This design comes from an exercise in tuning for small area, a short achievable clock period and few clock cycles on the open sky130 flow, not from production work.
RTL that was checked went through simulation tests only; none was proved equivalent to the original.
Power and IR drop assume default switching activity.

==> flow/design.v <==
module CPU(clk, rst, data_out, data_in, address, memwt, reg0);
input clk;
input rst;
input [15:0] data_in;
output [15:0] data_out;
output [11:0] address;
output [15:0] reg0;
output memwt;
reg [15:0] regbank [7:0];
reg [11:0] addr;       
reg [11:0] pc;         
reg        zeroflag;
reg [15:0] opa;        
reg [15:0] opb;        
reg ex_alu, ex_ldi, ex_ld, ex_st, ex_mem;
reg [2:0] ex_rd;
reg s_sum, s_and, s_or, s_xor, s_inv;
assign memwt = ex_st;
assign data_out = opa;
assign address = addr;
assign reg0 = regbank[0];
wire [15:0] g = opa & opb;
wire [15:0] p = opa ^ opb;
wire [15:0] o = opa | opb;
wire [15:0] g1, p1, g2, p2, g3, p3, g4;
genvar i;
generate
    for (i = 0; i < 16; i = i + 1) begin : pfx
        if (i & 1) begin
            assign g1[i] = g[i] | (p[i] & g[i - 1]);
            assign p1[i] = p[i] & p[i - 1];
        end else begin
            assign g1[i] = g[i];
            assign p1[i] = p[i];
        end
        if (i & 2) begin
            assign g2[i] = g1[i] | (p1[i] & g1[(i & ~3) + 1]);
            assign p2[i] = p1[i] & p1[(i & ~3) + 1];
        end else begin
            assign g2[i] = g1[i];
            assign p2[i] = p1[i];
        end
        if (i & 4) begin
            assign g3[i] = g2[i] | (p2[i] & g2[(i & ~7) + 3]);
            assign p3[i] = p2[i] & p2[(i & ~7) + 3];
        end else begin
            assign g3[i] = g2[i];
            assign p3[i] = p2[i];
        end
        if (i & 8)
            assign g4[i] = g3[i] | (p3[i] & g3[7]);
        else
            assign g4[i] = g3[i];
    end
endgenerate
wire [15:0] carry = {g4[14:0], 1'b0};     
wire [15:0] sum = (p ^ {16{s_inv}}) ^ carry;
wire [15:0] result = ({16{s_sum}} & sum) | ({16{s_and}} & g) |
                     ({16{s_or}} & o) | ({16{s_xor}} & p);
wire z_add = ~|(p ^ {o[14:0], 1'b0});
wire z_sum = s_inv ? &p : z_add;
wire z_next = (s_sum & z_sum) | (s_and & ~|g) | (s_or & ~|o) | (s_xor & ~|p) |
              ~(s_sum | s_and | s_or | s_xor);
wire [3:0] op = data_in[15:12];
wire [2:0] f = data_in[11:9];
wire [2:0] u = data_in[8:6];
wire [2:0] sa = data_in[8:6];
wire [2:0] sb = data_in[5:3];
wire fetch = ~ex_mem;
wire [11:0] seq = addr + 12'd1;
wire [15:0] rb_bank = regbank[sb];
wire [15:0] ra = (ex_alu && ex_rd == sa) ? result : regbank[sa];
wire [15:0] rb = (ex_alu && ex_rd == sb) ? result : rb_bank;
wire is_alu = (op == 4'h7);
wire un = is_alu & (f == 3'h7);                  
wire sub = is_alu & (f == 3'h1);
wire zf_now = ex_alu ? z_next : zeroflag;
wire ldst = (op == 4'h2) | (op == 4'h3);
wire hazard = ex_alu & (ex_rd == sb);
wire take = (op == 4'h5) | ((op == 4'h4) & zf_now);
wire [11:0] jx = seq;
wire [11:0] jy = data_in[11:0];
wire [11:0] jg = jx & jy;
wire [11:0] jp = jx ^ jy;
wire [11:0] jg1, jp1, jg2, jp2, jg3, jp3, jg4;
generate
    for (i = 0; i < 12; i = i + 1) begin : jpfx
        if (i & 1) begin
            assign jg1[i] = jg[i] | (jp[i] & jg[i - 1]);
            assign jp1[i] = jp[i] & jp[i - 1];
        end else begin
            assign jg1[i] = jg[i];
            assign jp1[i] = jp[i];
        end
        if (i & 2) begin
            assign jg2[i] = jg1[i] | (jp1[i] & jg1[(i & ~3) + 1]);
            assign jp2[i] = jp1[i] & jp1[(i & ~3) + 1];
        end else begin
            assign jg2[i] = jg1[i];
            assign jp2[i] = jp1[i];
        end
        if (i & 4) begin
            assign jg3[i] = jg2[i] | (jp2[i] & jg2[(i & ~7) + 3]);
            assign jp3[i] = jp2[i] & jp2[(i & ~7) + 3];
        end else begin
            assign jg3[i] = jg2[i];
            assign jp3[i] = jp2[i];
        end
        if (i & 8)
            assign jg4[i] = jg3[i] | (jp3[i] & jg3[7]);
        else
            assign jg4[i] = jg3[i];
    end
endgenerate
wire [11:0] target = jp ^ {jg4[10:0], 1'b0};
wire n_rb   = ~rst & fetch & ldst & ~hazard;
wire n_hold = ~rst & fetch & ldst & hazard;
wire n_jmp  = ~rst & fetch & ~ldst & take;
wire n_seq  = ~rst & ((fetch & ~ldst & ~take) | ex_ldi);
wire n_pc   = ~rst & ~fetch & ~ex_ldi;
wire [11:0] addr_next = ({12{n_rb}} & rb_bank[11:0]) | ({12{n_hold}} & addr) |
                        ({12{n_jmp}} & target) | ({12{n_seq}} & seq) |
                        ({12{n_pc}} & pc);
always @(posedge clk) begin
    opa <= un ? {{15{u == 3'h3}}, (u == 3'h2) | (u == 3'h3)} : ra ^ {16{sub}};
    opb <= rb;
    s_inv <= (f == 3'h1) | ((f == 3'h7) & (u == 3'h1));
    s_sum <= (f == 3'h0) | (f == 3'h1) | (un & ~u[2]);
    s_and <= (f == 3'h2);
    s_or  <= (f == 3'h3);
    s_xor <= (f == 3'h4);
    ex_rd <= data_in[2:0];
    if (ex_alu)
        regbank[ex_rd] <= result;
    else if (ex_ldi | ex_ld)
        regbank[ex_rd] <= data_in;
    if (fetch)
        pc <= seq;
    addr <= addr_next;
    if (rst) begin
        zeroflag <= 1'b0;
        {ex_alu, ex_ldi, ex_ld, ex_st, ex_mem} <= 5'b0;
    end else begin
        zeroflag <= zf_now;
        if (fetch & ldst & hazard) begin
            {ex_alu, ex_ldi, ex_ld, ex_st, ex_mem} <= 5'b0;
        end else if (fetch) begin
            ex_alu <= is_alu;
            ex_ldi <= (op == 4'h1);
            ex_ld  <= (op == 4'h2);
            ex_st  <= (op == 4'h3);
            ex_mem <= (op == 4'h1) | ldst;
        end else begin
            {ex_alu, ex_ldi, ex_ld, ex_st, ex_mem} <= 5'b0;
        end
    end
end
endmodule
Settings: LEC_CHECK=0, ABC_CLOCK_PERIOD_IN_PS=3000, CAP_MARGIN=20, CORE_MARGIN=2, CORE_UTILIZATION=50, CTS_BUF_LIST=sky130_fd_sc_hd__clkbuf_8, CTS_CLUSTER_DIAMETER=100, CTS_CLUSTER_SIZE=24, SETUP_SLACK_MARGIN=5.0, SLEW_MARGIN=20, TNS_END_PERCENT=0; clock period 8.0 ns.
standard.sh (not shown) runs the stock make flow with config.mk's settings and CLKGATE_MAP_FILE= SYNTH_SCRIPT=/design/flow/synth_recipe.tcl, a recipe that flattens the netlist after the stock synthesis.
==> flow/flow/run.sh <==
#!/bin/bash
# The standard layout (the standard.sh), except that the port buffers are
# plain buf_1 cells: the default choice is a delay cell, slower and larger.
set -euo pipefail
bash standard.sh "BUFFER_PORTS_ARGS=-buffer_cell sky130_fd_sc_hd__buf_1" finish > standard.log 2>&1
Next try:
--- a/flow/config.mk
+++ b/flow/config.mk
@@ -15,3 +15,2 @@
 export SETUP_SLACK_MARGIN = 5.0
 export SLEW_MARGIN = 20
-export TNS_END_PERCENT = 0
Effect:
- worst hold slack stays flat
- final area goes up by a few percent
- clock skew goes down by 4.5 ps
- register-to-register slack improves by 200 ps
- power goes up by a few percent
Next try:
==> flow/flow/run.sh (replaced) <==
#!/bin/bash
# The standard layout (the standard.sh), except that the port buffers are
# plain buf_1 cells (the default choice is a delay cell, slower and larger)
# and clock tree synthesis adds no dummy loads to balance its buffers.
set -euo pipefail
bash standard.sh "BUFFER_PORTS_ARGS=-buffer_cell sky130_fd_sc_hd__buf_1" \
  "CTS_ARGS=-sink_clustering_enable -repair_clock_nets -dont_use_dummy_load -buf_list sky130_fd_sc_hd__clkbuf_8 -sink_clustering_size 24 -sink_clustering_max_diameter 100" \
  finish > standard.log 2>&1
Outcome: First-iteration DRC count goes up by about 17%; core utilization goes up by 0.47 points; critical path depth stays the same; combinational power goes up by about 3%.
No run of this note included a check of the RTL's function; only the layout flow was run.

========
Another version of the RTL of CPU (not shown whole).
For scale: ~950 cells after synthesis, ~11000 um^2 of cells after synthesis.
Settings: LEC_CHECK=0, ABC_CLOCK_PERIOD_IN_PS=3000, CAP_MARGIN=20, CORE_MARGIN=2, CORE_UTILIZATION=40, SETUP_SLACK_MARGIN=5.0, SLEW_MARGIN=20; clock period 8.0 ns.
run.sh (not shown) runs the stock make flow with config.mk's settings and CLKGATE_MAP_FILE= SYNTH_SCRIPT=/design/flow/synth_recipe.tcl, a recipe that flattens the netlist after the stock synthesis.
Stock flow here: none of the scripts above is used.
The first run completed with no timing, DRC or antenna violations.
Testbench counts at the start, summed over its fixed seeds: cycles 36,768.
==> next run, changes <==
- CTS_BUF_LIST: not set -> sky130_fd_sc_hd__clkbuf_8
- CTS_CLUSTER_DIAMETER: not set -> 120
- CTS_CLUSTER_SIZE: not set -> 40
Power fell by 8.1%.
Combinational power fell by about 1%.
Core utilization fell by 1.4 points.
Clock power fell by 24%.
Sequential power barely changes.
Final area fell by 2.6%.
Worst setup slack improved by 0.019 ns.
Synthesized cell count is unchanged.
Hold slack got worse by 0.015 ns.
Global-route usage fell by 0.46 points.
Fmax rose by 0.60%.
==> next run, changes <==
- ABC_CLOCK_PERIOD_IN_PS: 3000 -> 2000
- CORE_UTILIZATION: 40 -> 60
- CTS_BUF_LIST: sky130_fd_sc_hd__clkbuf_8 -> not set
- CTS_CLUSTER_DIAMETER: 120 -> not set
- CTS_CLUSTER_SIZE: 40 -> not set
=> Combinational power climbs by 3.1%; routed wire length rises by 13%; design area went up by 0.77%; clock-buffer cell count does not change; utilization increases by 27 points; power grows by 10%; flip-flop and latch count stays the same; area after synthesis stays the same.
==> next run, changes <==
==> flow/flow/run.sh (new file) <==
#!/bin/bash
# The standard layout, except that synthesis leaves adders to abc instead of
# mapping them to the library's full and half adder cells first.
set -euo pipefail
bash standard.sh ADDER_MAP_FILE= finish > standard.log 2>&1
==> flow/standard.sh (new file) <==
#!/bin/bash
# synth_recipe.tcl (not shown) runs the flow's synth.tcl, then flattens the netlist and writes it again
# the make line also repeats each setting of config.mk as NAME=value (left out here)
make -C /OpenROAD-flow-scripts/flow DESIGN_CONFIG=/design/flow/config.mk WORK_HOME=/design/flow/orfs CLKGATE_MAP_FILE= SYNTH_SCRIPT=/design/flow/synth_recipe.tcl "${@:-finish}"
- ABC_CLOCK_PERIOD_IN_PS: 2000 -> 3000
- CORE_UTILIZATION: 60 -> 40
removed: flow/run.sh
Effect:
- The changed run went through all stages and came out clean
- design area went down by 1.0%
- total power went down by 2.7%
- core utilization went down by 28 points
- synthesized cell count went up by 8.0%
- routed wire length went down by 12%
- sequential cell count is unchanged
- worst setup slack gets worse by 0.28 ns
- maximum frequency went down by 7.6%
- critical path depth went up by 2
- sequential power went up by about 4%
- die area went up by 50%

==> static timing again, ports no longer ideal <==
In the flow no input, the clock included, has a driving cell. The finished layouts below were timed again as built, in two steps.
Step 1 assumes that a clkbuf_16 drives the clock port and a buf_2 every other input.
Step 2 moves the port delays by t, midway between the first and last clock arrival at a register: inputs arrive t later, outputs are due t later. That takes back most of the time a late clock gives input paths.
Slacks: ideal ports / drivers / drivers and shift; pairs: ideal ports / drivers.
run	t, ns	slack for setup (ns)	worst slew at a driven data input, ns
the first run of note 1	0.511	4.663 / 4.645 / 4.134	0.06
the second run of note 1	0.524	4.673 / 4.661 / 4.136	0.07
the third run of note 1	0.488	4.651 / 4.637 / 4.149	0.07
the first run of note 2	0.481	4.740 / 4.740 / 4.364	0.08
the second run of note 2	0.510	4.760 / 4.760 / 4.350	0.09
the third run of note 2	0.485	4.649 / 4.649 / 4.285	0.06
the fourth run of note 2	0.478	4.374 / 4.363 / 3.885	0.18
After both steps every run listed still meets setup and hold. For the second run of note 1, which loses most, drivers alone change the setup slack by -0.012 ns; drivers and shift together by -0.537 ns.
